From an optimization exercise on the open Yosys and OpenROAD flow, aimed at small area; shortcuts taken in it are not production practice.
The RTL was checked by simulation tests, not by an equivalence proof against the original design.
Power and IR drop assume default switching activity.

## flow/run.sh

```bash
#!/bin/bash
# synth_recipe.tcl (not shown) runs the flow's synth.tcl, then flattens the netlist and writes it again
# the make line also repeats each setting of config.mk as NAME=value (left out here)
make -C /OpenROAD-flow-scripts/flow DESIGN_CONFIG=/design/flow/config.mk WORK_HOME=/design/flow/orfs CLKGATE_MAP_FILE= SYNTH_SCRIPT=/design/flow/synth_recipe.tcl finish
```

## flow/config.mk

```make
export PLATFORM = sky130hd
export DESIGN_NAME = cs42448
export DESIGN_NICKNAME = cs42448
export VERILOG_FILES = /design/flow/design.v
export SDC_FILE = /design/flow/constraint.sdc
export NUM_CORES = 4
export LEC_CHECK = 0
export CAP_MARGIN = 20
export CORE_MARGIN = 2
export CORE_UTILIZATION = 40
export CTS_BUF_LIST = sky130_fd_sc_hd__clkbuf_8
export CTS_CLUSTER_DIAMETER = 100
export CTS_CLUSTER_SIZE = 30
export SLEW_MARGIN = 20
```

## flow/constraint.sdc

```tcl
create_clock -name core_clock -period 10.0 [get_ports {sys_clk}]
set_input_delay 2.0000 -clock core_clock [delete_from_list [all_inputs] [get_ports {sys_clk}]]
set_output_delay 2.0000 -clock core_clock [all_outputs]
set_load 0.01 [all_outputs]
```

## flow/design.v

```verilog
`timescale 1ns / 1ps
module cs42448_adc (
	input				sys_clk,
	input	[5 : 0]		ph,
	input				ADC_SDIN_CH0,
	input				ADC_SDIN_CH1,
	input				ADC_SDIN_CH2,
	output				dout0,
	output				dout1,
	output				dout2
);
	reg					hold1;
	reg		[64 : 0]	sr01;
	reg		[32 : 0]	ring2;
	reg					last0, last1, last2;
	wire	frame_end = (ph == 6'd33);
	wire	tail = (ph[5 : 1] == 5'b10000);
	always@(posedge sys_clk)begin
		hold1 <= ADC_SDIN_CH1;
		sr01 <= {sr01[63 : 0], ph[0] ? hold1 : ADC_SDIN_CH0};
		ring2 <= {ring2[31 : 0], ph[0] ? ring2[32] : ADC_SDIN_CH2};
		if(frame_end)begin
			last0 <= sr01[64];
			last1 <= sr01[63];
			last2 <= ring2[31];
		end
	end
	assign dout0 = tail ? last0 : (ph[0] ? sr01[64] : sr01[63]);
	assign dout1 = tail ? last1 : (ph[0] ? sr01[63] : sr01[62]);
	assign dout2 = tail ? last2 : (ph[0] ? ring2[31] : ring2[30]);
endmodule
`timescale 1ns / 1ps
module cs42448_dac (
	input	[5 : 0]		ph,
	input				all_ready,
	input				all_ready2,
	input				dout0,
	input				dout1,
	input				dout2,
	output				DAC_SDOUT_CH0,
	output				DAC_SDOUT_CH1,
	output				DAC_SDOUT_CH2,
	output				DAC_SDOUT_CH3,
	output				DAC_SCLK,
	output				DAC_LRCK,
	output				ADC_SCLK,
	output				ADC_LRCK
);
	wire	sclk = all_ready & ph[0];
	wire	lrck = all_ready & !ph[5];
	assign DAC_SCLK = sclk;
	assign DAC_LRCK = lrck;
	assign ADC_SCLK = sclk;
	assign ADC_LRCK = lrck;
	assign DAC_SDOUT_CH0 = all_ready2 & dout0;
	assign DAC_SDOUT_CH1 = all_ready2 & dout1;
	assign DAC_SDOUT_CH2 = all_ready2 & dout2;
	assign DAC_SDOUT_CH3 = all_ready2 & dout0;
endmodule
`timescale 1ns / 1ps
module cs42448_iic #(
	parameter startup_frames = 512,
	parameter startup_frames2 = 32
)(
	input				sys_clk,
	input				sys_nrst,
	output	[5 : 0]		ph,
	output				all_ready,
	output				all_ready2,
	output				cs_mclk_rdy,
	output				cs_nrst,
	output				scl,
	input				sda_i,
	output				sda_o,
	output				sda_oe
);
	reg		[5 : 0]		ph_r;
	always@(posedge sys_clk)begin
		if(!sys_nrst)
			ph_r <= 6'd34;
		else
			ph_r <= ph_r + 6'd1;
	end
	assign ph = ph_r;
	wire	frame_end = (ph_r == 6'd33);
	reg		[3 : 0]		fsm;
	reg		[4 : 0]		ptr;
	reg					ld;
	reg					mclk_r;
	wire				ready;
	reg		[9 : 0]		cnt;
	reg					rdy1;
	reg					rdy2;
	wire	st0 = (fsm == 4'd0);
	wire	st7 = (fsm == 4'd7);
	wire	st9 = (fsm == 4'd9);
	always@(posedge sys_clk)begin
		if(!sys_nrst)
			cnt <= 10'd0;
		else if(!(st0 | st7 | st9))
			cnt <= 10'd0;
		else if(st7 | (frame_end & !rdy2))
			cnt <= cnt + 10'd1;
	end
	always@(posedge sys_clk)begin
		if(!sys_nrst)begin
			rdy1 <= 1'b0;
			rdy2 <= 1'b0;
		end else begin
			rdy1 <= cnt[9];
			rdy2 <= cnt[9] & cnt[5];
		end
	end
	assign all_ready = rdy1;
	assign all_ready2 = rdy2;
	always@(posedge sys_clk)begin
		if(!sys_nrst)begin
			fsm <= 4'd0;
			ptr <= 5'd0;
			ld <= 1'b0;
			mclk_r <= 1'b0;
		end else begin
			case(fsm)
				4'd0: begin
					if(frame_end && cnt[5 : 0] == 6'd63)
						fsm <= 4'd1;
				end
				4'd1: begin
					ptr <= 5'd1;
					ld <= 1'b1;
					if(!ready)
						fsm <= 4'd2;
				end
				4'd2: begin
					ld <= 1'b0;
					if(ready)begin
						ptr <= ptr + 5'd1;
						fsm <= 4'd3;
					end
				end
				4'd3: begin
					ld <= 1'b1;
					if(!ready)
						fsm <= 4'd4;
				end
				4'd4: begin
					ld <= 1'b0;
					if(ready)begin
						if(ptr == 5'd23)begin
							ptr <= 5'd1;
							fsm <= 4'd5;
						end else begin
							ptr <= ptr + 5'd1;
							fsm <= 4'd3;
						end
					end
				end
				4'd5: begin
					ld <= 1'b1;
					if(!ready)
						fsm <= 4'd6;
				end
				4'd6: begin
					ld <= 1'b0;
					if(ready)begin
						if(ptr == 5'd21)
							fsm <= 4'd7;
						else begin
							ptr <= ptr + 5'd1;
							fsm <= 4'd5;
						end
					end
				end
				4'd7: begin
					ptr <= 5'd2;
					if(cnt[5 : 0] == 6'd63)begin
						ld <= 1'b1;
						mclk_r <= 1'b1;
					end
					if(!ready)
						fsm <= 4'd8;
				end
				4'd8: begin
					ld <= 1'b0;
					if(ready)
						fsm <= 4'd9;
				end
				default: ;
			endcase
		end
	end
	assign cs_nrst = !st0;
	assign cs_mclk_rdy = mclk_r;
	wire	rw = (fsm == 4'd1) | (fsm == 4'd2) | (fsm == 4'd5) | (fsm == 4'd6);
	reg		[7 : 0]		cfg_byte;
	always@(*)begin
		cfg_byte = 8'h00;
		if(fsm == 4'd3 || fsm == 4'd4)begin
			case(ptr)
				5'd2: cfg_byte = 8'h01;
				5'd3: cfg_byte = 8'hF0;
				5'd4: cfg_byte = 8'h49;
				default: cfg_byte = 8'h00;
			endcase
		end
	end
	localparam	S_START		= 5'd0,
				S_ADDR		= 5'd1,
				S_PTR		= 5'd2,
				S_WB		= 5'd3,
				S_RB		= 5'd4,
				S_RL		= 5'd5,
				S_STOP		= 5'd6,
				S_EP		= 5'd7,
				S_BIT0		= 5'd8,		 
				S_ER		= 5'd16,
				S_RACK		= 5'd17,
				S_WACK		= 5'd18,
				S_ACHK		= 5'd19;
	reg		[4 : 0]		stg;
	reg		[2 : 0]		store;		 
	reg		[4 : 0]		scnt;
	reg					first;
	reg					rdf;
	reg					wrl;
	reg					rdl;
	reg					ackr;
	reg					iosel;
	reg					scl_r;
	reg					sda_r;
	reg					ready_r;
	assign ready = ready_r;
	assign scl = scl_r;
	assign sda_o = sda_r;
	assign sda_oe = !iosel;
	wire	act = ld | wrl | rdl;
	wire	wrap5 = (scnt == (first ? 5'd29 : 5'd30));
	wire	[2 : 0]	bi = stg[2 : 0];
	reg		txbit;
	always@(*)begin
		if(store == S_PTR[2 : 0] || store == S_RB[2 : 0])begin
			case(bi)
				3'd0: txbit = 1'b1;
				3'd1: txbit = 1'b0;
				3'd2: txbit = 1'b0;
				3'd3: txbit = 1'b1;
				3'd4: txbit = 1'b0;
				3'd5: txbit = 1'b1;
				3'd6: txbit = 1'b1;
				default: txbit = rdl & rdf;
			endcase
		end else if(store == S_WB[2 : 0] || rdl)begin
			txbit = bi[2] | (bi == 3'd3) ? ptr[3'd7 - bi] : 1'b0;
		end else begin
			txbit = cfg_byte[3'd7 - bi];
		end
	end
	wire	scl_pat0 = (scnt == 5'd0) | (scnt == 5'd18);
	always@(posedge sys_clk)begin
		if(!sys_nrst)begin
			stg <= S_START;
			store <= 3'd0;
			scnt <= 5'd0;
			first <= 1'b1;
			rdf <= 1'b0;
			wrl <= 1'b0;
			rdl <= 1'b0;
			ackr <= 1'b1;
			iosel <= 1'b0;
			scl_r <= 1'b1;
			sda_r <= 1'b1;
			ready_r <= 1'b1;
		end else if(act)begin
			if(stg[3])begin
				sda_r <= txbit;
				if(scl_pat0)
					scl_r <= 1'b0;
				if(scnt == 5'd6)
					scl_r <= 1'b1;
				if(wrap5)begin
					scnt <= 5'd0;
					if(bi == 3'd7)
						stg <= (store == S_RL[2 : 0]) ? S_RACK : S_WACK;
					else
						stg <= stg + 5'd1;
				end else
					scnt <= scnt + 5'd1;
			end else begin
				case(stg)
					S_START: begin
						if(scnt == 5'd0 && !(wrl | rdl))begin
							rdf <= 1'b0;
							wrl <= !rw;
							rdl <= rw;
						end
						ready_r <= 1'b0;
						iosel <= 1'b0;
						if(scnt == 5'd0)begin
							scl_r <= 1'b1;
							sda_r <= 1'b1;
						end
						if(scnt == 5'd24)
							scl_r <= 1'b0;
						if(scnt == 5'd6)
							sda_r <= 1'b0;
						if(wrap5)begin
							scnt <= 5'd0;
							stg <= S_ADDR;
						end else
							scnt <= scnt + 5'd1;
					end
					S_ADDR: begin
						if(scnt == 5'd6)begin
							scnt <= 5'd0;
							stg <= S_BIT0;
						end else
							scnt <= scnt + 5'd1;
						store <= rdf ? S_RB[2 : 0] : S_PTR[2 : 0];
						iosel <= 1'b0;
					end
					S_PTR: begin
						stg <= S_BIT0;
						store <= rdl ? S_STOP[2 : 0] : S_WB[2 : 0];
						iosel <= 1'b0;
					end
					S_WB: begin
						stg <= S_BIT0;
						store <= S_STOP[2 : 0];
						iosel <= 1'b0;
					end
					S_RB: begin
						stg <= S_BIT0;
						store <= S_RL[2 : 0];
						iosel <= 1'b1;
					end
					S_RL: begin
						stg <= S_STOP;
					end
					S_STOP: begin
						iosel <= 1'b0;
						if(scnt == 5'd0)begin
							scl_r <= 1'b0;
							sda_r <= 1'b0;
						end
						if(scnt == 5'd6)
							scl_r <= 1'b1;
						if(scnt == 5'd24)
							sda_r <= 1'b1;
						if(wrap5)begin
							scnt <= 5'd0;
							first <= 1'b0;
							stg <= S_EP;
						end else
							scnt <= scnt + 5'd1;
					end
					S_EP: begin
						if(scnt == 5'd6)begin
							scnt <= 5'd0;
							if(rdl & !rdf)begin
								stg <= S_START;
								rdf <= 1'b1;
							end else
								stg <= S_ER;
						end else
							scnt <= scnt + 5'd1;
					end
					S_ER: begin
						rdf <= 1'b0;
						ready_r <= 1'b1;
						stg <= S_START;
						wrl <= 1'b0;
						rdl <= 1'b0;
					end
					S_RACK: begin
						iosel <= 1'b0;
						sda_r <= 1'b1;
						if(scl_pat0)
							scl_r <= 1'b0;
						if(scnt == 5'd6)
							scl_r <= 1'b1;
						if(wrap5)begin
							scnt <= 5'd0;
							stg <= {2'b00, store};
						end else
							scnt <= scnt + 5'd1;
					end
					S_WACK: begin
						iosel <= 1'b1;
						if(scnt == 5'd12)
							ackr <= sda_i;
						if(scl_pat0)
							scl_r <= 1'b0;
						if(scnt == 5'd6)
							scl_r <= 1'b1;
						if(wrap5)begin
							scnt <= 5'd0;
							stg <= S_ACHK;
						end else
							scnt <= scnt + 5'd1;
					end
					S_ACHK: begin
						if(ackr)begin
							stg <= S_START;
							ready_r <= 1'b1;
						end else
							stg <= {2'b00, store};
					end
					default: ;
				endcase
			end
		end
	end
endmodule
`timescale 1ns / 1ps
module cs42448 #(
	parameter clk_freq = 12288,
	parameter i2c_bps = 400000,
	parameter startup_frames = 512,
	parameter startup_frames2 = 32
)(
	input				sys_clk,
	input				sys_nrst,
	output				CS42xx8_DAC_SDOUT0,
	output				CS42xx8_DAC_SDOUT1,
	output				CS42xx8_DAC_SDOUT2,
	output				CS42xx8_DAC_SDOUT3,
	output				CS42xx8_DAC_SCLK,
	output				CS42xx8_DAC_LRCK,
	input				CS42xx8_ADC_SDIN0,
	input				CS42xx8_ADC_SDIN1,
	input				CS42xx8_ADC_SDIN2,
	output				CS42xx8_ADC_SCLK,
	output				CS42xx8_ADC_LRCK,
	output				CS42xx8_MCLK_EN,
	output				CS42xx8_SCL,
	input				CS42xx8_SDA_I,
	output				CS42xx8_SDA_O,
	output				CS42xx8_SDA_OE,
	output				CS42xx8_nRST
);
	wire	[5 : 0]		ph;
	wire				all_ready;
	wire				all_ready2;
	cs42448_iic #(
		.startup_frames		(startup_frames),
		.startup_frames2	(startup_frames2)
	) cs42448_u0 (
		.sys_clk		(sys_clk),
		.sys_nrst		(sys_nrst),
		.ph				(ph),
		.all_ready		(all_ready),
		.all_ready2		(all_ready2),
		.cs_mclk_rdy	(CS42xx8_MCLK_EN),
		.cs_nrst		(CS42xx8_nRST),
		.scl			(CS42xx8_SCL),
		.sda_i			(CS42xx8_SDA_I),
		.sda_o			(CS42xx8_SDA_O),
		.sda_oe			(CS42xx8_SDA_OE)
	);
	wire	dout0, dout1, dout2;
	cs42448_adc cs42448_adc_u0 (
		.sys_clk		(sys_clk),
		.ph				(ph),
		.ADC_SDIN_CH0	(CS42xx8_ADC_SDIN0),
		.ADC_SDIN_CH1	(CS42xx8_ADC_SDIN1),
		.ADC_SDIN_CH2	(CS42xx8_ADC_SDIN2),
		.dout0			(dout0),
		.dout1			(dout1),
		.dout2			(dout2)
	);
	cs42448_dac cs42448_dac_u0 (
		.ph				(ph),
		.all_ready		(all_ready),
		.all_ready2		(all_ready2),
		.dout0			(dout0),
		.dout1			(dout1),
		.dout2			(dout2),
		.DAC_SDOUT_CH0	(CS42xx8_DAC_SDOUT0),
		.DAC_SDOUT_CH1	(CS42xx8_DAC_SDOUT1),
		.DAC_SDOUT_CH2	(CS42xx8_DAC_SDOUT2),
		.DAC_SDOUT_CH3	(CS42xx8_DAC_SDOUT3),
		.DAC_SCLK		(CS42xx8_DAC_SCLK),
		.DAC_LRCK		(CS42xx8_DAC_LRCK),
		.ADC_SCLK		(CS42xx8_ADC_SCLK),
		.ADC_LRCK		(CS42xx8_ADC_LRCK)
	);
endmodule
```

==> results of run 1 <==
==> critical path: cells and delay by family (launching register included) <==
kind / cells / cell delay, ps
compound gates: 1 / 100
buf+inv: 1 / 530
flops: 1 / 340
simple gates: 4 / 1160
==> flip-flops by register name, summed over array words and instances (netlist names), 3 cells and up <==
name	cells
cs42448_adc_u0.sr01	65
cs42448_adc_u0.ring2	33
cs42448_u0.cnt	10
cs42448_u0.ph_r	6
cs42448_u0.ptr	5
cs42448_u0.scnt	5
cs42448_u0.stg	5
cs42448_u0.fsm	4
cs42448_u0.store	3
==> where the power goes <==
part           internal [W]  switching, W
clock              0.000232      0.000247
sequential         0.000657     0.0000392
combinational     0.0000802      0.000103
total              0.000969      0.000389
==> metrics by stage <==
step                      total power (W)  instances  hold slack [ps]
after floorplan                  0.000844        551              310
after global placement           0.000888        720              313
after detailed placement         0.000894        720              312
after CTS                         0.00137        752              327
after global routing              0.00143        752              330
final                             0.00136        752              325
==> metal layers <==
metal	vias to the layer above	routed length [um]
met5	-	0
met4	0	121
met3	9	260
met2	49	4710
met1	1808	5260
li1	1935	-
==> Yosys cell counts (3+ instances only) <==
cell and n:
nand3_1 16, and2_1 8, nor3_1 15, clkbuf_1 23
nor2_1 49, a21oi_1 27, o31ai_1 3, ha_1 16
or3_1 5, buf_1 3, inv_1 20, buf_4 3
o21ai_1 5, o211ai_1 3, nand2_1 42, o21ai_0 22
nand4b_1 3, a211oi_1 4, dfxtp_1 150, o21a_1 3
a22oi_1 3, edfxtp_1 3, nand4_1 5, nor2b_1 10
xor2_1 8, a2111oi_0 3, mux2_2 3, mux2i_1 21
nand3b_1 4, xnor2_1 9, o22ai_1 3, nand2b_1 10
==> layout make-up <==
class | count | area (sq um) | share of cell area (%)
multi-input cells | 348 | 2300 | 36.5
repair buffers | 19 | 188 | 2.98
clock buffers | 17 | 234 | 3.71
flip-flops and latches | 153 | 3090 | 49.1
clock inverters | 15 | 185 | 2.94
well taps | 180 | 225 | 3.57
inverters | 20 | 75.1 | 1.19
==> final timing paths <==
path / from / endpoint / slack (ps) / cells after the start
max: cs42448_u0.ph_r[3] / CS42xx8_DAC_SDOUT2 / 5440 / 6
min: cs42448_adc_u0.sr01[45] / cs42448_adc_u0.sr01[46] / 330 / 0
max reg2reg: cs42448_u0.stg[2] / cs42448_u0.store[2] / 7080 / 6
min reg2reg: cs42448_adc_u0.sr01[45] / cs42448_adc_u0.sr01[46] / 330 / 0
==> cell families (layout without fill, tap and decap cells) <==
family / Yosys count / in the layout / share of synthesized area, %
compound gates: 105 / 105 / 12.7
mux: 24 / 24 / 4.36
flops: 153 / 153 / 55.3
fa+ha+maj: 16 / 16 / 3.58
buf+inv: 50 / 71 / 3.58
xor+xnor: 17 / 17 / 2.66
simple gates: 186 / 186 / 17.8
==> metrics.md, run 1 <==
| Metric | Value |
|---|---|
| Status | `no timing/DRC/antenna violations` |
| Top-area cell type share of the netlist area | `53.7%` |
| Global Route met2 Usage | `22.5%` |
| Fmax | `219 MHz` |
| Lkg Pwr | `2.36 nW` |
| Crit path cell chain | `or4b_4 -> nor2_1 -> nand2_1 -> o21ai_0 -> and2_1 -> clkdlybuf4s50_1` |
| Met3 Use GR | `3.67%` |
| Hold buffer count at CTS | `0` |
| Later-pin clock latency in the skew report | `440 ps` |
| Sequential cell area fraction in the yosys report | `55.3%` |
| Final Max Slew Viols | `0` |
| Setup TNS | `0 ps` |
| DP Worst Slack | `5930 ps` |
| CTS root buf | `clkbuf_8` |
| CTS Buffer Depth | `2` |
| Worst path slowest cell | `or4b_4` |
| Detailed Route WL | `10.4 mm` |
| Final Core Density | `45.8%` |
| FILL cells | `1,344` |
| Postcts setup bufs | `0` |
| Antenna cells | `0` |
| Post-DP Area | `5880 sq um` |
| Vias | `3,801` |
| Final Hold Fails | `0` |
| Initial antenna violation count | `0` |
| Gr ovfl total | `0` |
| Final period utilization | `45.6%` |
| Slew @ Worst Pin | `877 ps` |
| RSZ-0062 raised after global routing | `no` |
| Clock skew | `18.7 ps` |
| Post-Syn Area | `5600 sq um` |
| Area growth syn-to-layout | `12.6%` |
| First-pass GRT wire length | `17.7 mm` |
| Final instance area | `6300 sq um` |
| Largest net degree at the start of global routing | `29` |
| Core ar. | `13,800 sq um` |
| Crit path time final | `4560 ps` |
| Die Height | `122 um` |
| Crit Path Class | `flip-flop to output pin` |
| GRT busiest layer | `met2` |
| Worst setup EP type | `output pin` |
| Pre-Repair DR Iteration Count | `5` |
| Number of I/O port buffers | `18` |
| DR DRC count | `0` |
| Top FF cell, synth | `dfxtp_1` |
| Distinct cells, synth | `67` |
| Syn Inst Count | `551` |
| All-Layer GR Usage | `15.1%` |
| Gp weighted congestion | `0.852` |
| Number of DRC markers in iteration 0 | `240` |
| CTS buffer count | `17` |
| Hold WC Path Type | `flip-flop to flip-flop` |
| Largest cells by area after synthesis | `dfxtp_1, mux2i_1, ha_1` |
| Max-cap violation count | `0` |
| Clk slew on worst S/H paths | `90 ps` |
| # clock sinks | `153` |
| Pwr dens | `216 nW/um^2` |
| Hpwl dp | `6.87 mm` |
| Die W | `122 um` |
| Starting Density | `40.6%` |
| Arrival time worst endpoint | `2560 ps` |
| Commonest cells after routing, fill and taps aside | `dfxtp_1, nor2_1, nand2_1, a21oi_1, o21ai_0` |
| CTS H-tree lvls | `4` |
| Fin nets | `581` |
| Number of global-route vias before repair | `3,651` |
| Asr flop ratio synth | `0%` |
| Routed wire length per instance | `13.8 um` |
| Final worst-path setup slack | `5440 ps` |
| Post-route ant nets | `0` |
| Syn_area_per_cell | `10.2 sq um` |
| CTS tree | `built` |
| Post-CTS Resized | `0` |
| Max incr delay on CP | `600 ps` |
| Setup violators final | `0` |
| Die Footprint | `15,000 sq um` |
| Largest area contributor in the synthesized netlist | `dfxtp_1` |
| Yosys warning total | `2` |
| Worst EP required | `8000 ps` |
| FP Rows | `43` |
| CP Launch Type | `flip-flop` |
| #FFs+latches synth | `153` |
| Relative slew slack | `41.4%` |
| I/O Pins | `19` |
| Post-DR vias/cell | `5.05` |
| Worst VDD drop | `0.168 mV` |
| M1 GR Usage | `21.0%` |
| Share of cells above drive strength 1 | `8.04%` |
| Synth Net Count | `573` |
| Crit path max fanout | `6` |
| Most common cell after layout, fill and taps aside | `dfxtp_1` |
| Post-synth EDFFs | `3` |
==> inputs of run 2 (changes only) <==
--- a/flow/config.mk
+++ b/flow/config.mk
@@ -8,7 +8,4 @@
 export CAP_MARGIN = 20
 export CORE_MARGIN = 2
 export CORE_UTILIZATION = 40
-export CTS_BUF_LIST = sky130_fd_sc_hd__clkbuf_8
-export CTS_CLUSTER_DIAMETER = 100
-export CTS_CLUSTER_SIZE = 30
 export SLEW_MARGIN = 20
==> run 2 against run 1 <==
Clock skew down 10 ps; still clean on timing, DRC and antenna; fmax up 1.1%; highest routed layer unchanged; power up 12%.
==> metrics.md, run 2 <==
| Metric | Value |
|---|---|
| Syn Inst Count | `551` |
| Post-synth EDFFs | `3` |
| FILL cells | `1,318` |
| Worst setup EP type | `output pin` |
| DP Worst Slack | `5930 ps` |
| Switching share of power | `27.1%` |
| Share of total power in the clock network | `41.9%` |
| Antenna cells | `0` |
| Post-Syn Area | `5600 sq um` |
| Slew @ Worst Pin | `871 ps` |
| Sequential cell area fraction in the yosys report | `55.3%` |
| Hpwl dp | `6.87 mm` |
| Largest area contributor in the synthesized netlist | `dfxtp_1` |
| CTS Buffer Depth | `2` |
| FP Rows | `43` |
| Gr ovfl total | `0` |
| CTS H-tree lvls | `4` |
| Syn_area_per_cell | `10.2 sq um` |
| Worst EP required | `8000 ps` |
| Crit path time final | `4510 ps` |
| Starting Density | `40.6%` |
| Top-area cell type share of the netlist area | `53.7%` |
| Yosys warning total | `2` |
| Vias | `3,819` |
| Pre-Repair DR Iteration Count | `4` |
| Clk slew on worst S/H paths | `70 ps` |
| Area of the multi-input gates | `2300 sq um` |
| Hold buffer count at CTS | `0` |
| Core ar. | `13,800 sq um` |
| Pwr dens | `234 nW/um^2` |
| Largest register FFs | `65` |
| CTS tree | `built` |
| Initial antenna violation count | `0` |
| Comb pwr share | `12.2%` |
| Most numerous cell in the Yosys netlist | `dfxtp_1` |
| Post-DR vias/cell | `5.08` |
| Largest net degree at the start of global routing | `29` |
| Number of I/O port buffers | `18` |
| Setup TNS | `0 ps` |
| Later-pin clock latency in the skew report | `410 ps` |
| Routed wire length per instance | `14.0 um` |
| Cell Int Power | `0.00111 W` |
| Crit path max fanout | `6` |
| Largest Register | `cs42448_adc_u0.sr01` |
| All-Layer GR Usage | `15.4%` |
| Final worst-path setup slack | `5490 ps` |
| CTS root buf | `clkbuf_16` |
| First-pass GRT wire length | `18.0 mm` |
| Share of cells above drive strength 1 | `8.04%` |
| Final Max Slew Viols | `0` |
| Final instance area | `6490 sq um` |
| CTS buffer count | `17` |
| Clock skew | `8.53 ps` |
| Final Hold Fails | `0` |
| Die Footprint | `15,000 sq um` |
| Detailed Route WL | `10.5 mm` |
| Lkg Pwr | `2.44 nW` |
| Gp weighted congestion | `0.852` |
| Post-DP Area | `5880 sq um` |
| Fin nets | `581` |
| Number of DRC markers in iteration 0 | `217` |
| Register area | `3090 sq um` |
| # clock sinks | `153` |
| #FFs+latches synth | `153` |
| Seq pwr share | `46.0%` |
| Max-cap violation count | `0` |
| Die Height | `122 um` |
| Worst VDD drop | `0.179 mV` |
| RSZ-0062 raised after global routing | `no` |
| Layout Cells excl Fill | `752` |
| Hold WC Path Type | `flip-flop to flip-flop` |
| Number of global-route vias before repair | `3,719` |
| Area growth syn-to-layout | `16.0%` |
| Distinct cells, synth | `67` |
| CP Launch Type | `flip-flop` |
| Post-CTS Resized | `0` |
| Asr flop ratio synth | `0%` |
| Setup violators final | `0` |
| Relative slew slack | `41.9%` |
| Synth Net Count | `573` |
| Top FF cell, synth | `dfxtp_1` |
| Crit Path Class | `flip-flop to output pin` |
| DR DRC count | `0` |
| Fmax | `222 MHz` |
| Die W | `122 um` |
| I/O Pins | `19` |
| Commonest cells after routing, fill and taps aside | `dfxtp_1, nor2_1, nand2_1, a21oi_1, o21ai_0` |
| Final period utilization | `45.1%` |
| Post-route ant nets | `0` |
| Arrival time worst endpoint | `2510 ps` |
| Synth top cells by count | `dfxtp_1, nor2_1, nand2_1, a21oi_1, clkbuf_1` |
| DP Cell Count | `720` |
| Postcts setup bufs | `0` |
| Final Core Density | `47.1%` |
| Regs by FF count | `cs42448_adc_u0.sr01 x65, cs42448_adc_u0.ring2 x33, cs42448_u0.cnt x10` |
| Psw | `0.000411 W` |
| Largest cells by area after synthesis | `dfxtp_1, mux2i_1, ha_1` |
| Most common cell after layout, fill and taps aside | `dfxtp_1` |
| Status | `no timing/DRC/antenna violations` |
run 2: changes by cell type in the layout (fill, tap and decap cells not counted), sizes merged:
cell and change:
bufinv -1, clkbuf +2, inv -1
run 2: cells by family (layout without fill, tap and decap cells):
group	after synthesis	after routing	share of synthesized area [%]
flops	153	153	55.3
xor+xnor	17	17	2.66
fa+ha+maj	16	16	3.58
buf+inv	50	71	3.58
simple gates	186	186	17.8
compound gates	105	105	12.7
mux	24	24	4.36
run 2: power by group through the flow:
stage | Clock (W) | Sequential (W) | Combinational [W]
finish | 0.000636 | 0.000698 | 0.000184
global route | 0.000679 | 0.000704 | 0.000209
global placement | 0 | 0.000709 | 0.000179
detailed placement | 0 | 0.000710 | 0.000184
CTS | 0.000651 | 0.000698 | 0.000185
floorplan | 0 | 0.000690 | 0.000154
run 2: critical path, stage by stage (launching register included):
cell and delay, ps:
dfxtp_1 340, or4b_4 600, nor2_1 290, nand2_1 80, o21ai_0 90, and2_1 170, clkdlybuf4s50_1 540
run 2: area by class of cell:
class | count | area share (%)
flip-flops and latches | 153 | 47.7
repair buffers | 19 | 2.89
inverters | 20 | 1.16
clock inverters | 13 | 2.33
clock buffers | 19 | 7.00
well taps | 180 | 3.47
multi-input cells | 348 | 35.5
run 2: path summary, 6_finish.rpt:
check | from | to | slack [ps] | cells after the start
min | cs42448_adc_u0.sr01[37] | cs42448_adc_u0.sr01[38] | 320 | 0
max reg2reg | cs42448_u0.stg[2] | cs42448_u0.store[2] | 7080 | 6
min reg2reg | cs42448_adc_u0.sr01[37] | cs42448_adc_u0.sr01[38] | 320 | 0
max | cs42448_u0.ph_r[3] | CS42xx8_DAC_SDOUT2 | 5490 | 6
run 2: routing by layer:
layer	part of all wire, %	routed length [um]	GRT usage (%)
met1	50	5210	21.0
met5	0	0	0
met4	1.9	201	6.75
met2	45	4720	23.3
met3	3.5	366	3.58
run 2: through the flow:
step / power (W) / hold slack [ps]
global placement: 0.000888 / 313
floorplan: 0.000844 / 310
CTS: 0.00153 / 324
detailed placement: 0.000894 / 312
finish: 0.00152 / 320
global route: 0.00159 / 329
==> inputs of run 3 (changes only) <==
--- a/flow/design.v
+++ b/flow/design.v
@@ -84,7 +84,6 @@
 	assign ph = ph_r;
 	wire	frame_end = (ph_r == 6'd33);
 	reg		[3 : 0]		fsm;
-	reg		[4 : 0]		ptr;
 	reg					ld;
 	reg					mclk_r;
 	wire				ready;
@@ -94,14 +93,26 @@
 	wire	st0 = (fsm == 4'd0);
 	wire	st7 = (fsm == 4'd7);
 	wire	st9 = (fsm == 4'd9);
+	wire	last_wr = (cnt[4 : 0] == 5'd23);
+	wire	last_rd = (cnt[4 : 0] == 5'd21);
 	always@(posedge sys_clk)begin
 		if(!sys_nrst)
 			cnt <= 10'd0;
-		else if(!(st0 | st7 | st9))
-			cnt <= 10'd0;
-		else if(st7 | (frame_end & !rdy2))
-			cnt <= cnt + 10'd1;
+		else begin
+			case(fsm)
+				4'd0: if(frame_end) cnt <= cnt + 10'd1;
+				4'd1: cnt <= 10'd1;
+				4'd2: if(ready) cnt <= cnt + 10'd1;
+				4'd4: if(ready) cnt <= last_wr ? 10'd1 : cnt + 10'd1;
+				4'd6: if(ready) cnt <= last_rd ? 10'd0 : cnt + 10'd1;
+				4'd7: cnt <= cnt + 10'd1;
+				4'd8: cnt <= 10'd0;
+				4'd9: if(frame_end & !rdy2) cnt <= cnt + 10'd1;
+				default: ;
+			endcase
+		end
 	end
+	wire	[4 : 0]		ptr = (fsm[3] | st7) ? 5'd2 : cnt[4 : 0];
 	always@(posedge sys_clk)begin
 		if(!sys_nrst)begin
 			rdy1 <= 1'b0;
@@ -116,7 +127,6 @@
 	always@(posedge sys_clk)begin
 		if(!sys_nrst)begin
 			fsm <= 4'd0;
-			ptr <= 5'd0;
 			ld <= 1'b0;
 			mclk_r <= 1'b0;
 		end else begin
@@ -126,17 +136,14 @@
 						fsm <= 4'd1;
 				end
 				4'd1: begin
-					ptr <= 5'd1;
 					ld <= 1'b1;
 					if(!ready)
 						fsm <= 4'd2;
 				end
 				4'd2: begin
 					ld <= 1'b0;
-					if(ready)begin
-						ptr <= ptr + 5'd1;
+					if(ready)
 						fsm <= 4'd3;
-					end
 				end
 				4'd3: begin
 					ld <= 1'b1;
@@ -145,15 +152,8 @@
 				end
 				4'd4: begin
 					ld <= 1'b0;
-					if(ready)begin
-						if(ptr == 5'd23)begin
-							ptr <= 5'd1;
-							fsm <= 4'd5;
-						end else begin
-							ptr <= ptr + 5'd1;
-							fsm <= 4'd3;
-						end
-					end
+					if(ready)
+						fsm <= last_wr ? 4'd5 : 4'd3;
 				end
 				4'd5: begin
 					ld <= 1'b1;
@@ -162,17 +162,10 @@
 				end
 				4'd6: begin
 					ld <= 1'b0;
-					if(ready)begin
-						if(ptr == 5'd21)
-							fsm <= 4'd7;
-						else begin
-							ptr <= ptr + 5'd1;
-							fsm <= 4'd5;
-						end
-					end
+					if(ready)
+						fsm <= last_rd ? 4'd7 : 4'd5;
 				end
 				4'd7: begin
-					ptr <= 5'd2;
 					if(cnt[5 : 0] == 6'd63)begin
 						ld <= 1'b1;
 						mclk_r <= 1'b1;
@@ -204,6 +197,33 @@
 			endcase
 		end
 	end
+	cs42448_i2cm i2cm_u0 (
+		.sys_clk	(sys_clk),
+		.sys_nrst	(sys_nrst),
+		.ld			(ld),
+		.rw			(rw),
+		.ptr		(ptr),
+		.cfg_byte	(cfg_byte),
+		.ready		(ready),
+		.scl		(scl),
+		.sda_i		(sda_i),
+		.sda_o		(sda_o),
+		.sda_oe		(sda_oe)
+	);
+endmodule
+module cs42448_i2cm (
+	input				sys_clk,
+	input				sys_nrst,
+	input				ld,
+	input				rw,
+	input	[4 : 0]		ptr,
+	input	[7 : 0]		cfg_byte,
+	output				ready,
+	output				scl,
+	input				sda_i,
+	output				sda_o,
+	output				sda_oe
+);
 	localparam	S_START		= 5'd0,
 				S_ADDR		= 5'd1,
 				S_PTR		= 5'd2,
@@ -259,18 +279,15 @@
 	always@(posedge sys_clk)begin
 		if(!sys_nrst)begin
 			stg <= S_START;
-			store <= 3'd0;
 			scnt <= 5'd0;
 			first <= 1'b1;
-			rdf <= 1'b0;
 			wrl <= 1'b0;
 			rdl <= 1'b0;
-			ackr <= 1'b1;
 			iosel <= 1'b0;
 			scl_r <= 1'b1;
 			sda_r <= 1'b1;
 			ready_r <= 1'b1;
-		end else if(act)begin
+		end else begin
 			if(stg[3])begin
 				sda_r <= txbit;
 				if(scl_pat0)
@@ -290,10 +307,11 @@
 					S_START: begin
 						if(scnt == 5'd0 && !(wrl | rdl))begin
 							rdf <= 1'b0;
-							wrl <= !rw;
-							rdl <= rw;
+							wrl <= ld & !rw;
+							rdl <= ld & rw;
 						end
-						ready_r <= 1'b0;
+						if(act)
+							ready_r <= 1'b0;
 						iosel <= 1'b0;
 						if(scnt == 5'd0)begin
 							scl_r <= 1'b1;
@@ -306,7 +324,7 @@
 						if(wrap5)begin
 							scnt <= 5'd0;
 							stg <= S_ADDR;
-						end else
+						end else if(act)
 							scnt <= scnt + 5'd1;
 					end
 					S_ADDR: begin
==> flow/flow/run.sh (new file) <==
#!/bin/bash
# Standard ORFS layout; only the clock tree synthesis arguments differ
# (larger sink clusters, no dummy loads).
set -euo pipefail
export CTS_ARGS="-sink_clustering_enable -repair_clock_nets -sink_clustering_size 40 -sink_clustering_max_diameter 300 -buf_list sky130_fd_sc_hd__clkbuf_16 -dont_use_dummy_load"
bash standard.sh > standard.log 2>&1
==> flow/standard.sh (new file) <==
#!/bin/bash
# synth_recipe.tcl (not shown) runs the flow's synth.tcl, then flattens the netlist and writes it again
# the make line also repeats each setting of config.mk as NAME=value (left out here)
make -C /OpenROAD-flow-scripts/flow DESIGN_CONFIG=/design/flow/config.mk WORK_HOME=/design/flow/orfs CLKGATE_MAP_FILE= SYNTH_SCRIPT=/design/flow/synth_recipe.tcl "${@:-finish}"
removed: flow/run.sh
==> run 3 against run 2 <==
Still clean; routed wire length grew 4.4%; non-clock buffer count is the same; clock skew grew 13 ps; utilization shrank 0.71 points; first-iteration DRC count grew 15%; clock-buffer cell count shrank 2; sequential power shrank 1%; synthesized cell count shrank 1.3%; sequential cell count shrank 5; sequential share of layout area grew 1.5 points; clock power shrank 22%; critical path type is now input pin to flip-flop.
==> metrics.md, run 3 <==
| Metric | Value |
|---|---|
| Status | `no timing/DRC/antenna violations` |
| Clk slew on worst S/H paths | `60 ps` |
| Gr ovfl total | `0` |
| I/O Pins | `19` |
| CTS H-tree lvls | `4` |
| Sequential cell area fraction in the yosys report | `55.0%` |
| Yosys warning total | `3` |
| Psw | `0.000411 W` |
| CP delay by family, top | `buffers and inverters` |
| Number of I/O port buffers | `18` |
| Hold WC Path Type | `flip-flop to flip-flop` |
| Final Max Slew Viols | `0` |
| Antenna cells | `0` |
| WP depth | `4` |
| Most common cell after layout, fill and taps aside | `dfxtp_1` |
| CTS Buffer Depth | `2` |
| First-pass GRT wire length | `18.5 mm` |
| Synth top cells by count | `dfxtp_1, nand2_1, a21oi_1, nor2_1, o21ai_0` |
| Hold buffer count at CTS | `0` |
| Synth Net Count | `563` |
| Overall power | `0.00147 W` |
| Core ar. | `13,300 sq um` |
| Max incr delay on CP | `1070 ps` |
| Initial antenna violation count | `0` |
| Comb pwr share | `19.3%` |
| Switching share of power | `28.0%` |
| Regs by FF count | `cs42448_adc_u0.sr01 x65, cs42448_adc_u0.ring2 x33, cs42448_u0.cnt x10` |
| Setup TNS | `0 ps` |
| Critical Path Sink | `cs42448_u0.cnt[7]` |
| All-Layer GR Usage | `15.9%` |
| Commonest cells after routing, fill and taps aside | `dfxtp_1, nand2_1, a21oi_1, nor2_1, o21ai_0` |
| Post-route ant nets | `0` |
| Clock skew | `21.3 ps` |
| Final Hold Fails | `0` |
| Die Height | `122 um` |
| CTS buffer count | `17` |
| Worst VDD drop | `0.142 mV` |
| Gp weighted congestion | `0.843` |
| Seq pwr share | `46.9%` |
| Syn Inst Count | `544` |
| CP Launch Type | `input pin` |
| Worst R2R Setup Slack | `7320 ps` |
| Slew @ Worst Pin | `919 ps` |
| DR DRC count | `0` |
| Share of total power in the clock network | `33.7%` |
| Crit Path Class | `input pin to flip-flop` |
| Final Core Density | `46.4%` |
| Number of DRC markers in iteration 0 | `249` |
| WP buf/inv | `2` |
| Detailed Route WL | `11.0 mm` |
| Largest register FFs | `65` |
| Postcts setup bufs | `0` |
| Share of cells above drive strength 1 | `7.69%` |
| Distinct cells, synth | `81` |
| Most numerous cell in the Yosys netlist | `dfxtp_1` |
| Largest net degree at the start of global routing | `32` |
| Path depth of the worst reg2reg path | `7` |
| Fmax | `219 MHz` |
| Die Footprint | `14,800 sq um` |
| CTS tree | `built` |
| Largest cells by area after synthesis | `dfxtp_1, edfxtp_1, a21oi_1` |
| Pre-Repair DR Iteration Count | `5` |
| Worst setup EP type | `flip-flop` |
| Setup violators final | `0` |
| Crit path cell chain | `clkdlybuf4s50_1 -> clkinv_1 -> or4_1 -> o21ai_1` |
| Top FF cell, synth | `dfxtp_1` |
| Post-CTS Resized | `0` |
| Syn_area_per_cell | `10.2 sq um` |
| Crit path max fanout | `27` |
| Largest area contributor in the synthesized netlist | `dfxtp_1` |
| Worst R2R Start | `cs42448_u0.i2cm_u0.stg[0]` |
| # clock sinks | `148` |
| Number of global-route vias before repair | `3,789` |
| Later-pin clock latency in the skew report | `410 ps` |
| RSZ-0062 raised after global routing | `no` |
| Area growth syn-to-layout | `12.0%` |
| Setup crit start | `sys_nrst` |
| Hpwl dp | `7.10 mm` |
| Die W | `122 um` |
| #FFs+latches synth | `148` |
| Post-synth EDFFs | `8` |
| FP Rows | `42` |
| Vias | `3,925` |
| Pwr dens | `237 nW/um^2` |
| Final period utilization | `45.7%` |
| Cell Int Power | `0.00105 W` |
| Arrival time worst endpoint | `4900 ps` |
| Largest Register | `cs42448_adc_u0.sr01` |
| Post-DR vias/cell | `5.44` |
| Fin nets | `567` |
| Post-Syn Area | `5530 sq um` |
| Lkg Pwr | `2.29 nW` |
| R2r endpoint | `cs42448_u0.i2cm_u0.scnt[0]` |
| Max-cap violation count | `0` |
| Starting Density | `41.4%` |
| Relative slew slack | `38.5%` |
| Top-area cell type share of the netlist area | `50.7%` |
| Worst path slowest cell | `clkdlybuf4s50_1` |
| Asr flop ratio synth | `0%` |
| CTS root buf | `clkbuf_16` |
| Routed wire length per instance | `15.2 um` |
| Worst EP required | `10,330 ps` |
| Crit path time final | `4570 ps` |
run 3: cell types whose count changed in the layout (fill, tap and decap cells not counted), sizes merged, moves of 9 or more:
| cell | before | now |
|---|---|---|
| nor2 | 49 | 37 |
| mux2i | 21 | 6 |
| nor3 | 17 | 7 |
| a21oi | 27 | 38 |
| nor2b | 10 | 1 |
| dfxtp | 150 | 140 |
run 3: area by class of cell:
cell class | count | area [sq um]
inverters | 20 | 75.1
repair buffers | 19 | 188
flip-flops and latches | 148 | 3040
clock buffers | 17 | 425
fillers | 1282 | 7150
well taps | 176 | 220
multi-input cells | 342 | 2240
run 3: cell families after synthesis:
kind of cell	count (synthesis)	share of synthesized area, %
AOI/OAI and AO/OA	135	16.8
xor gates and xnor gates	9	1.43
adders and majority gates	13	2.94
buffers and inverters	54	4.39
DFF	148	55.0
muxes	11	2.17
and+or+nand+nor	174	17.2
run 3: worst min-delay path by stage:
stage | startpoint | to | slack [ps] | cells past startpoint
6_report | cs42448_adc_u0.sr01[40] | cs42448_adc_u0.sr01[41] | 320 | 0
5_1_grt | cs42448_adc_u0.sr01[53] | cs42448_adc_u0.sr01[54] | 320 | 0
4_1_cts | cs42448_adc_u0.sr01[53] | cs42448_adc_u0.sr01[54] | 310 | 0
3_5_place_dp | cs42448_adc_u0.sr01[36] | cs42448_adc_u0.sr01[37] | 310 | 0
3_3_place_gp | cs42448_adc_u0.sr01[44] | cs42448_adc_u0.sr01[45] | 310 | 0
2_1_floorplan | cs42448_adc_u0.ring2[9] | cs42448_adc_u0.ring2[10] | 310 | 0
run 3: power groups by stage:
stage | Combinational (W) | Sequential, W | Clock [W]
6_report | 0.000283 | 0.000688 | 0.000494
5_1_grt | 0.000309 | 0.000695 | 0.000533
4_1_cts | 0.000278 | 0.000688 | 0.000508
3_5_place_dp | 0.000277 | 0.000700 | 0
3_3_place_gp | 0.000274 | 0.000699 | 0
2_1_floorplan | 0.000228 | 0.000677 | 0
run 3: per-stage QoR:
step           instances  hold slack, ps  worst slack (ps)  area (sq um)
2_1_floorplan        544             310              6540          5530
3_3_place_gp         705             312              5010          5770
3_5_place_dp         705             312              5010          5770
4_1_cts              722             313              5400          6190
5_1_grt              722             319              5170          6190
6_report             722             315              5430          6190
run 3: layer usage:
layer	track usage [%]	share of wire, %	vias up
li1	-	-	1950
met1	21.6	50	1901
met2	23.9	46	64
met3	3.89	3.1	10
met4	7.61	0.90	0
met5	0	0	-
==> inputs of run 4 (changes only) <==
==> flow/run.sh (new file) <==
#!/bin/bash
# synth_recipe.tcl (not shown) runs the flow's synth.tcl, then flattens the netlist and writes it again
# the make line also repeats each setting of config.mk as NAME=value (left out here)
make -C /OpenROAD-flow-scripts/flow DESIGN_CONFIG=/design/flow/config.mk WORK_HOME=/design/flow/orfs CLKGATE_MAP_FILE= SYNTH_SCRIPT=/design/flow/synth_recipe.tcl finish
--- a/flow/config.mk
+++ b/flow/config.mk
@@ -8,4 +8,7 @@
 export CAP_MARGIN = 20
 export CORE_MARGIN = 2
 export CORE_UTILIZATION = 40
+export CTS_BUF_LIST = sky130_fd_sc_hd__clkbuf_8
+export CTS_CLUSTER_DIAMETER = 100
+export CTS_CLUSTER_SIZE = 30
 export SLEW_MARGIN = 20
removed: flow/flow/run.sh
removed: flow/standard.sh
==> run 4 against run 3 <==
First-iteration DRC count increased by 1.2%; synthesized cell count unchanged; global-route usage increased by 0.080 points; routed wire length increased by 0.96%; highest routed layer unchanged.
==> metrics.md, run 4 <==
| Metric | Value |
|---|---|
| Final period utilization | `45.5%` |
| CTS root buf | `clkbuf_8` |
| Arrival time worst endpoint | `4910 ps` |
| Worst path slowest cell | `clkdlybuf4s50_1` |
| Worst R2R Setup Slack | `7300 ps` |
| Worst EP required | `10,360 ps` |
| Post-CTS Resized | `0` |
| Post-Syn Area | `5530 sq um` |
| Worst VDD drop | `0.143 mV` |
| Clk slew on worst S/H paths | `80 ps` |
| Hold buffer count at CTS | `0` |
| #FFs+latches synth | `148` |
| Asr flop ratio synth | `0%` |
| Number of I/O port buffers | `18` |
| Syn Inst Count | `544` |
| Comb pwr share | `19.6%` |
| Cell Int Power | `0.00101 W` |
| Setup violators final | `0` |
| Status | `no timing/DRC/antenna violations` |
| Detailed Route WL | `11.1 mm` |
| Gr ovfl total | `0` |
| Postcts setup bufs | `0` |
| Commonest cells after routing, fill and taps aside | `dfxtp_1, nand2_1, a21oi_1, nor2_1, o21ai_0` |
| Lkg Pwr | `2.29 nW` |
| Later-pin clock latency in the skew report | `440 ps` |
| Top-area cell type share of the netlist area | `50.7%` |
| Yosys warning total | `3` |
| Final worst-path setup slack | `5450 ps` |
| DP Worst Slack | `5010 ps` |
| CTS H-tree lvls | `4` |
| Slew @ Worst Pin | `916 ps` |
| Seq pwr share | `47.6%` |
| # clock sinks | `148` |
| Largest Register | `cs42448_adc_u0.sr01` |
| Hpwl dp | `7.10 mm` |
| CP delay by family, top | `buffers and inverters` |
| Synth Net Count | `563` |
| FP Rows | `42` |
| Max incr delay on CP | `1070 ps` |
| Pre-Repair DR Iteration Count | `6` |
| Routed wire length per instance | `15.0 um` |
| Crit path max fanout | `27` |
| I/O Pins | `19` |
| Share of total power in the clock network | `32.8%` |
| Worst setup EP type | `flip-flop` |
| RSZ-0062 raised after global routing | `no` |
| Gp weighted congestion | `0.843` |
| All-Layer GR Usage | `16.0%` |
| Sequential cell area fraction in the yosys report | `55.0%` |
| Post-route ant nets | `0` |
| Largest register FFs | `65` |
| Number of DRC markers in iteration 0 | `252` |
| Share of cells above drive strength 1 | `9.46%` |
| WP buf/inv | `2` |
| Initial antenna violation count | `0` |
| Final Max Slew Viols | `0` |
| Die W | `122 um` |
| Core ar. | `13,300 sq um` |
| FILL cells | `1,287` |
| CTS buffer count | `17` |
| Largest area contributor in the synthesized netlist | `dfxtp_1` |
| Starting Density | `41.4%` |
| Die Footprint | `14,800 sq um` |
| Setup TNS | `0 ps` |
| Crit path time final | `4550 ps` |
| Most common cell after layout, fill and taps aside | `dfxtp_1` |
| CTS tree | `built` |
| Clock skew | `14.8 ps` |
| Vias | `3,965` |
| Final Hold Fails | `0` |
| Largest cells by area after synthesis | `dfxtp_1, edfxtp_1, a21oi_1` |
| Number of global-route vias before repair | `3,827` |
| Regs by FF count | `cs42448_adc_u0.sr01 x65, cs42448_adc_u0.ring2 x33, cs42448_u0.cnt x10` |
| Synth top cells by count | `dfxtp_1, nand2_1, a21oi_1, nor2_1, o21ai_0` |
| DR DRC count | `0` |
| CTS Buffer Depth | `2` |
| Post-DR vias/cell | `5.39` |
| Hold WC Path Type | `flip-flop to flip-flop` |
| Crit Path Class | `input pin to flip-flop` |
| CP Launch Type | `input pin` |
| Die Height | `122 um` |
| Most numerous cell in the Yosys netlist | `dfxtp_1` |
| Pwr dens | `234 nW/um^2` |
| Largest net degree at the start of global routing | `32` |
| Final Core Density | `46.3%` |
| Fin nets | `567` |
| Max-cap violation count | `0` |
| Top FF cell, synth | `dfxtp_1` |
| Relative slew slack | `38.8%` |
| Syn_area_per_cell | `10.2 sq um` |
| Psw | `0.000430 W` |
| Distinct cells, synth | `81` |
| Fmax | `220 MHz` |
| First-pass GRT wire length | `18.7 mm` |
| Post-synth EDFFs | `8` |
| Area growth syn-to-layout | `11.7%` |
| Antenna cells | `0` |
| Switching share of power | `29.8%` |
| Crit path cell chain | `clkdlybuf4s50_1 -> clkinv_1 -> or4_1 -> o21ai_1` |
==> run 4: area by class of cell <==
type / count / area, sq um / area share (%)
Inverter: 20 / 75.1 / 1.22
Tap cell: 176 / 220 / 3.57
Sequential cell: 148 / 3040 / 49.3
Clock buffer: 18 / 248 / 4.01
Multi-Input combinational cell: 342 / 2240 / 36.3
Timing Repair Buffer: 19 / 188 / 3.04
Clock inverter: 13 / 159 / 2.57
==> run 4: path summary, 6_finish.rpt <==
check,start,depth (start not counted),endpoint
setup / recovery,sys_nrst,4,cs42448_u0.cnt[7]
setup reg to reg,cs42448_u0.i2cm_u0.stg[0],7,cs42448_u0.i2cm_u0.scnt[0]
hold / removal,cs42448_adc_u0.sr01[61],0,cs42448_adc_u0.sr01[62]
hold reg to reg,cs42448_adc_u0.sr01[61],0,cs42448_adc_u0.sr01[62]
==> run 4: power by group through the flow <==
stage                     logic, W  clock network, W  registers (W)
after CTS                 0.000279          0.000488       0.000687
after detailed placement  0.000277                 0       0.000700
after global placement    0.000274                 0       0.000699
after floorplan           0.000228                 0       0.000677
after global routing      0.000310          0.000514       0.000694
final                     0.000283          0.000473       0.000686
==> run 4: metrics by stage <==
stage	hold WS (ps)	power, W	cells	area [sq um]
floorplan	310	0.000905	544	5530
global placement	312	0.000973	705	5770
detailed placement	312	0.000976	705	5770
CTS	318	0.00145	736	6170
global route	321	0.00152	736	6170
finish	319	0.00144	736	6170
==> run 4: kinds of logic after synthesis <==
logic type | count (synthesis) | share of synthesized area, %
AOI/OAI and AO/OA | 135 | 16.8
muxes | 11 | 2.17
DFF | 148 | 55.0
xor gates and xnor gates | 9 | 1.43
buffers and inverters | 54 | 4.39
and+or+nand+nor | 174 | 17.2
adders and majority gates | 13 | 2.94
==> run 4: metal layers <==
| layer | routed length (um) | track usage, % | share of wire [%] | vias to the layer above |
|---|---|---|---|---|
| met5 | 0 | 0 | 0 | - |
| met4 | 148 | 7.11 | 1.3 | 0 |
| met3 | 443 | 4.63 | 4.0 | 10 |
| met2 | 5070 | 23.9 | 46 | 97 |
| met1 | 5390 | 21.6 | 49 | 1896 |
| li1 | - | - | - | 1962 |
==> inputs of run 5 (changes only) <==
==> flow/flow/run.sh (new file) <==
#!/bin/bash
# Standard ORFS layout with different knobs: clock tree without dummy
# loads, single-drive port buffers, power (area) recovery after global route.
set -euo pipefail
export CTS_ARGS="-sink_clustering_enable -repair_clock_nets -buf_list sky130_fd_sc_hd__clkbuf_8 -dont_use_dummy_load"
export BUFFER_PORTS_ARGS="-buffer_cell sky130_fd_sc_hd__buf_1"
export RECOVER_POWER=100
bash standard.sh > standard.log 2>&1
==> flow/standard.sh (new file) <==
#!/bin/bash
# synth_recipe.tcl (not shown) runs the flow's synth.tcl, then flattens the netlist and writes it again
# the make line also repeats each setting of config.mk as NAME=value (left out here)
make -C /OpenROAD-flow-scripts/flow DESIGN_CONFIG=/design/flow/config.mk WORK_HOME=/design/flow/orfs CLKGATE_MAP_FILE= SYNTH_SCRIPT=/design/flow/synth_recipe.tcl "${@:-finish}"
--- a/flow/config.mk
+++ b/flow/config.mk
@@ -8,7 +8,4 @@
 export CAP_MARGIN = 20
 export CORE_MARGIN = 2
 export CORE_UTILIZATION = 40
-export CTS_BUF_LIST = sky130_fd_sc_hd__clkbuf_8
-export CTS_CLUSTER_DIAMETER = 100
-export CTS_CLUSTER_SIZE = 30
 export SLEW_MARGIN = 20
removed: flow/run.sh
==> run 5 against run 4 <==
Critical endpoint is now cs42448_u0.cnt[9]; sequential power about the same; die area unchanged; clock skew is 5.3 ps higher; hold slack worse by 7.7 ps; largest cell class unchanged; sequential cell count did not move; fmax is 1.1% higher; utilization shrank 2.1 points; final area down 4.6%; via count down 0.88%; still clean on timing, DRC and antenna; power fell by 11%; sequential share of layout area rose by 2.4 points; non-clock buffer count is 1 higher.
==> metrics.md, run 5 <==
| Metric | Value |
|---|---|
| Post-Syn Area | `5530 sq um` |
| Status | `no timing/DRC/antenna violations` |
| RSZ-0062 raised after global routing | `no` |
| Hpwl dp | `7.13 mm` |
| Setup TNS | `0 ps` |
| Final Hold Fails | `0` |
| # clock sinks | `148` |
| DR DRC count | `0` |
| Relative slew slack | `20.8%` |
| I/O Pins | `19` |
| Synth top cells by count | `dfxtp_1, nand2_1, a21oi_1, nor2_1, o21ai_0` |
| Crit path cell chain | `buf_1 -> clkbuf_1 -> clkinv_1 -> or4_1 -> o21ai_0` |
| Hold buffer count at CTS | `0` |
| Final Max Slew Viols | `0` |
| Worst path slowest cell | `clkinv_1` |
| FP Rows | `42` |
| Number of DRC markers in iteration 0 | `316` |
| Largest area contributor in the synthesized netlist | `dfxtp_1` |
| Crit path time final | `4500 ps` |
| Vias | `3,930` |
| Sequential cell area fraction in the yosys report | `55.0%` |
| Initial antenna violation count | `0` |
| CTS root buf | `clkbuf_8` |
| Commonest cells after routing, fill and taps aside | `dfxtp_1, nand2_1, a21oi_1, nor2_1, o21ai_0` |
| Lkg Pwr | `2.15 nW` |
| Post-DR vias/cell | `5.44` |
| Worst R2R Setup Slack | `7320 ps` |
| Detailed Route WL | `10.8 mm` |
| Syn_area_per_cell | `10.2 sq um` |
| Setup violators final | `0` |
| Number of I/O port buffers | `18` |
| R2r endpoint | `cs42448_u0.i2cm_u0.scnt[4]` |
| Area growth syn-to-layout | `6.61%` |
| All-Layer GR Usage | `15.8%` |
| Die Height | `122 um` |
| Fmax | `222 MHz` |
| Most common cell after layout, fill and taps aside | `dfxtp_1` |
| Slew @ Worst Pin | `1190 ps` |
| WHS | `312 ps` |
| Gp weighted congestion | `0.876` |
| Clock skew | `20.1 ps` |
| Share of cells above drive strength 1 | `7.68%` |
| Starting Density | `41.4%` |
| Post-synth EDFFs | `8` |
| Top FF cell, synth | `dfxtp_1` |
| Worst setup EP type | `flip-flop` |
| Largest cells by area after synthesis | `dfxtp_1, edfxtp_1, a21oi_1` |
| Final period utilization | `45.0%` |
| Synth Net Count | `563` |
| Post-route ant nets | `0` |
| Largest net degree at the start of global routing | `28` |
| CP Launch Type | `input pin` |
| Crit path max fanout | `27` |
| Routed wire length per instance | `14.9 um` |
| Arrival time worst endpoint | `4830 ps` |
| Hold WC Path Type | `flip-flop to flip-flop` |
| Post-CTS Resized | `0` |
| Asr flop ratio synth | `0%` |
| Clk slew on worst S/H paths | `70 ps` |
| Pre-Repair DR Iteration Count | `5` |
| Syn Inst Count | `544` |
| FILL cells | `1,274` |
| Pwr dens | `218 nW/um^2` |
| Setup crit start | `sys_nrst` |
| Later-pin clock latency in the skew report | `420 ps` |
| Crit Path Class | `input pin to flip-flop` |
| Max-cap violation count | `0` |
| #FFs+latches synth | `148` |
| CTS buffer count | `17` |
| Largest register FFs | `65` |
| Postcts setup bufs | `0` |
| CTS tree | `built` |
| Antenna cells | `0` |
| Overall power | `0.00129 W` |
| Most numerous cell in the Yosys netlist | `dfxtp_1` |
| Regs by FF count | `cs42448_adc_u0.sr01 x65, cs42448_adc_u0.ring2 x33, cs42448_u0.cnt x10` |
| Path depth of the worst reg2reg path | `8` |
| Worst EP required | `10,330 ps` |
| Core ar. | `13,300 sq um` |
| Die W | `122 um` |
| Top-area cell type share of the netlist area | `50.7%` |
| Fin nets | `568` |
| CTS H-tree lvls | `4` |
| Max incr delay on CP | `1050 ps` |
| Die Footprint | `14,800 sq um` |
| Largest Register | `cs42448_adc_u0.sr01` |
| Gr ovfl total | `0` |
| Distinct cells, synth | `81` |
| Critical Path Sink | `cs42448_u0.cnt[9]` |
| Worst R2R Start | `cs42448_u0.i2cm_u0.stg[0]` |
| Yosys warning total | `3` |
| CTS Buffer Depth | `2` |
| Worst VDD drop | `0.151 mV` |
| Number of global-route vias before repair | `3,720` |
| First-pass GRT wire length | `18.4 mm` |
-- run 5: critical path: cells and delay by family --
family | cells | cell delay, ps
AOI/OAI and AO/OA | 1 | 90
buffers and inverters | 3 | 1980
and+or+nand+nor | 1 | 740
-- run 5: cell type report --
cell class | instances | area [sq um] | area share, %
Multi-Input combinational cell | 342 | 2240 | 38.0
Timing Repair Buffer | 20 | 78.8 | 1.34
Inverter | 20 | 75.1 | 1.27
Clock buffer | 17 | 234 | 3.97
Tap cell | 176 | 220 | 3.74
Sequential cell | 148 | 3040 | 51.6
-- run 5: cell families (layout without fill, tap and decap cells) --
| group | after synthesis | count (layout) | synth area share (%) |
|---|---|---|---|
| fa+ha+maj | 13 | 13 | 2.94 |
| flops | 148 | 148 | 55.0 |
| buf+inv | 54 | 57 | 4.39 |
| compound gates | 135 | 135 | 16.8 |
| mux | 11 | 11 | 2.17 |
| xor+xnor | 9 | 9 | 1.43 |
| simple gates | 174 | 174 | 17.2 |
-- run 5: through the flow --
stage	area, sq um	setup WS (ps)	utilization (%)	cells
floorplan	5530	6540	-	544
global placement	5660	6090	42.4	706
detailed placement	5660	6040	42.4	706
CTS	5900	6040	44.2	723
global route	5890	5310	44.2	723
finish	5890	5500	44.2	723
-- run 5: power breakdown --
group | leakage [nW] | switching [W] | internal [W]
Sequential | 1.23 | 0.0000440 | 0.000645
Combinational | 0.797 | 0.000164 | 0.000109
Clock | 0.122 | 0.000174 | 0.000150
Total | 2.15 | 0.000383 | 0.000904
-- run 5: how the worst min path moves through the flow --
stage / from / end / slack (ps) / cells after the start
6_report: cs42448_adc_u0.ring2[5] / cs42448_adc_u0.ring2[6] / 310 / 0
5_1_grt: cs42448_adc_u0.ring2[5] / cs42448_adc_u0.ring2[6] / 310 / 0
4_1_cts: cs42448_adc_u0.ring2[5] / cs42448_adc_u0.ring2[6] / 310 / 0
3_5_place_dp: cs42448_adc_u0.sr01[17] / cs42448_adc_u0.sr01[18] / 310 / 0
3_3_place_gp: cs42448_adc_u0.sr01[27] / cs42448_adc_u0.sr01[28] / 310 / 0
2_1_floorplan: cs42448_adc_u0.ring2[9] / cs42448_adc_u0.ring2[10] / 310 / 0
-- run 5: layer usage --
| metal | wire length, um | global-route usage, % |
|---|---|---|
| met1 | 5180 | 21.3 |
| met2 | 4970 | 23.7 |
| met3 | 454 | 4.54 |
| met4 | 176 | 6.47 |
| met5 | 0 | 0 |

## re-timing with driven ports
The results above use ideal ports. As a check the final layouts listed here were re-extracted and re-timed, cells and wires unchanged.
Step 1, drivers: a clkbuf_16 drives sys_clk and a buf_2 each remaining input, both assumed.
Step 2, shift: input delay + t, output delay - t, t = (earliest + latest rising clock arrival at the registers) / 2. This alone moves slack from input paths to output paths.
a / b / c = ideal ports / drivers / drivers and shift; a / b = the first two.
run | shift t [ns] | slack for setup (ns) | worst hold slack (ns) | worst setup path after step 2 | worst data-port slew with drivers (ns)
run 1 | 0.463 | 5.439 / 5.405 / 5.868 | 0.325 / 0.325 / 0.325 | register to output | 0.03
run 2 | 0.446 | 5.487 / 5.450 / 5.895 | 0.320 / 0.320 / 0.320 | register to output | 0.03
run 3 | 0.432 | 5.425 / 5.433 / 5.001 | 0.315 / 0.315 / 0.315 | input to register | 0.03
run 4 | 0.464 | 5.449 / 5.455 / 4.991 | 0.319 / 0.319 / 0.319 | input to register | 0.03
run 5 | 0.440 | 5.500 / 5.509 / 5.070 | 0.312 / 0.312 / 0.312 | input to register | 0.03
After both steps every run listed still meets setup and hold. The setup slack of run 4, which loses most, moves by +0.006 ns with the drivers and by -0.458 ns with both steps.
